This design comes from an exercise in tuning for small area, a short achievable clock period and few clock cycles per item on the open sky130 flow, not from production work.

==> inputs of job 6560 <==
## SquareRoot
module SquareRoot(
    input clk,
    input rst,
    input in_valid,
    input [31:0] floating_point_in,
    output out_valid,
    output [31:0] result
);
clock: 35.0 ns
lec_check: 0
cap_margin: 0
core_margin: 2
core_utilization: 40
gpl_timing_driven: 0
slew_margin: 0
synth_hierarchical: 1
synth_minimum_keep_size: 0
standard.sh (not shown) runs the stock make flow with config.mk's settings and CLKGATE_MAP_FILE= SYNTH_SCRIPT=/design/flow/synth_recipe.tcl, a recipe that flattens the netlist after the stock synthesis.
==> flow/flow/run.sh <==
#!/bin/bash
# The standard layout, except that the port buffers use buf_1 instead of the
# clkdlybuf4s50_1 that buffer_ports picks by default (smaller and faster).
set -euo pipefail
export BUFFER_PORTS_ARGS="-buffer_cell sky130_fd_sc_hd__buf_1"
bash standard.sh synth > synth.log 2>&1
bash standard.sh > layout.log 2>&1
==> inputs of job 178, as changes to job 6560 <==
- CAP_MARGIN: 0 -> 20
- CORE_UTILIZATION: 40 -> 65
- CTS_CLUSTER_DIAMETER: not set -> 100
- CTS_CLUSTER_SIZE: not set -> 30
- GPL_TIMING_DRIVEN: 0 -> not set
- SLEW_MARGIN: 0 -> 20
==> Flow_metrics.wiki <==
{| class="wikitable"
! Metric !! Value
|-
| Result of the run || no timing/DRC/antenna violations
|-
| Share of cell area taken by multi-input logic gates || 75.82%
|-
| Core area || 72830 um^2
|-
| Critical path capture point || result[15]
|-
| Global-route wire length before repair || 134300 um
|-
| Final Routed Wirelength || 84610 um
|-
| Routed wl met3 || 6947 um
|-
| Die X || 275.0 um
|-
| Finished Layout Cells || 4018
|-
| Avg WL per Cell || 21.06 um
|-
| Slack of the critical path || 27.08 ns
|-
| Worst rel slew slack || 39.91%
|-
| Stage delay of the slowest cell on the critical path || 0.32 ns
|}
The numbers above come from job 6560.

==> Flow_metrics.wiki <==
{| class="wikitable"
! Metric !! Value
|-
| Result of the run || no timing/DRC/antenna violations
|-
| Slack of the critical path || 27.03 ns
|-
| Global-route wire length before repair || 126300 um
|-
| Worst rel slew slack || 18.83%
|-
| Routed wl met3 || 7154 um
|-
| Stage delay of the slowest cell on the critical path || 0.33 ns
|-
| Critical path capture point || result[0]
|-
| Largest cell class by area || multi-input combinational cells
|-
| Share of cell area taken by multi-input logic gates || 78.65%
|-
| Final Routed Wirelength || 77500 um
|-
| Avg WL per Cell || 22.02 um
|}
The numbers above come from job 178.

No functional check of the RTL was part of any run of this note.

========
==> 01-23 <==
Starting RTL as in the previous note.
## SquareRoot
module SquareRoot(
    input clk,
    input rst,
    input in_valid,
    input [31:0] floating_point_in,
    output out_valid,
    output [31:0] result
);
Settings: LEC_CHECK=0, CAP_MARGIN=0, CORE_MARGIN=2, CORE_UTILIZATION=40, SLEW_MARGIN=0, SYNTH_HIERARCHICAL=1, SYNTH_MINIMUM_KEEP_SIZE=0; clock period 35.0 ns.
Scripts as last shown in full above: flow/flow/run.sh
==> 11-01 (differences from 01-23) <==
Settings changed: CAP_MARGIN 0 to 20, CORE_UTILIZATION 40 to 65, SLEW_MARGIN 0 to 20.
==> summary.txt <==
Run status: 11-01 no timing/DRC/antenna violations; 01-23 no timing/DRC/antenna violations
Layout Area Growth over Synthesis: 11-01 3.19%; 01-23 4.83%
Fmax: 11-01 126 MHz; 01-23 126 MHz
Routed length on met1: 11-01 31300 µm; 01-23 31900 µm
HPWL Detailed: 11-01 55800 µm; 01-23 54500 µm
Layout Skew: 11-01 13.3 ps; 01-23 22.9 ps
Die Span X: 11-01 217 µm; 01-23 275 µm
Clock slew at the register clock pins of the worst setup and hold paths: 11-01 80 ps; 01-23 90 ps
M1 GR Usage: 11-01 0.471; 01-23 0.274
Shortest clock period the worst path allows after layout: 11-01 7970 ps; 01-23 7940 ps
Cell area after layout: 11-01 0.0303 mm²; 01-23 0.0308 mm²
Critical Path Start: 11-01 res_o_q[0]$_SDFF_PP0_; 01-23 v[4]$_SDFF_PP0_
Worst slew pin tran: 11-01 1220 ps; 01-23 1210 ps
Max layer used: 11-01 met4; 01-23 met5
Largest net degree at the start of global routing: 11-01 103; 01-23 86
Global placer's final weighted congestion: 11-01 0.922; 01-23 0.914
No run of this note included a check of the RTL's function; only the layout flow was run.

-- static timing again, ports no longer ideal --
Ports are ideal in the flow. The routed layouts listed here were re-timed in OpenROAD.
Step 1 assumes that a clkbuf_16 drives the clock port and a buf_2 every other input.
Step 2 also shifts input and output timing later by t, the mid clock arrival at the registers, as if the neighbouring blocks saw the same clock.
Three values: ideal ports, drivers, drivers and shift; two values: the first two.
run	t, ns	setup slack, ns	clock arrival spread, ns
job 6560	0.518	27.076 / 27.014 / 27.531	0.023 / 0.023
job 178	0.545	27.034 / 26.975 / 27.419	0.017 / 0.016
01-23	0.530	27.058 / 26.997 / 27.527	0.024 / 0.023
11-01	0.545	27.034 / 26.975 / 27.419	0.017 / 0.016
After both steps setup and hold are still met in every run listed.
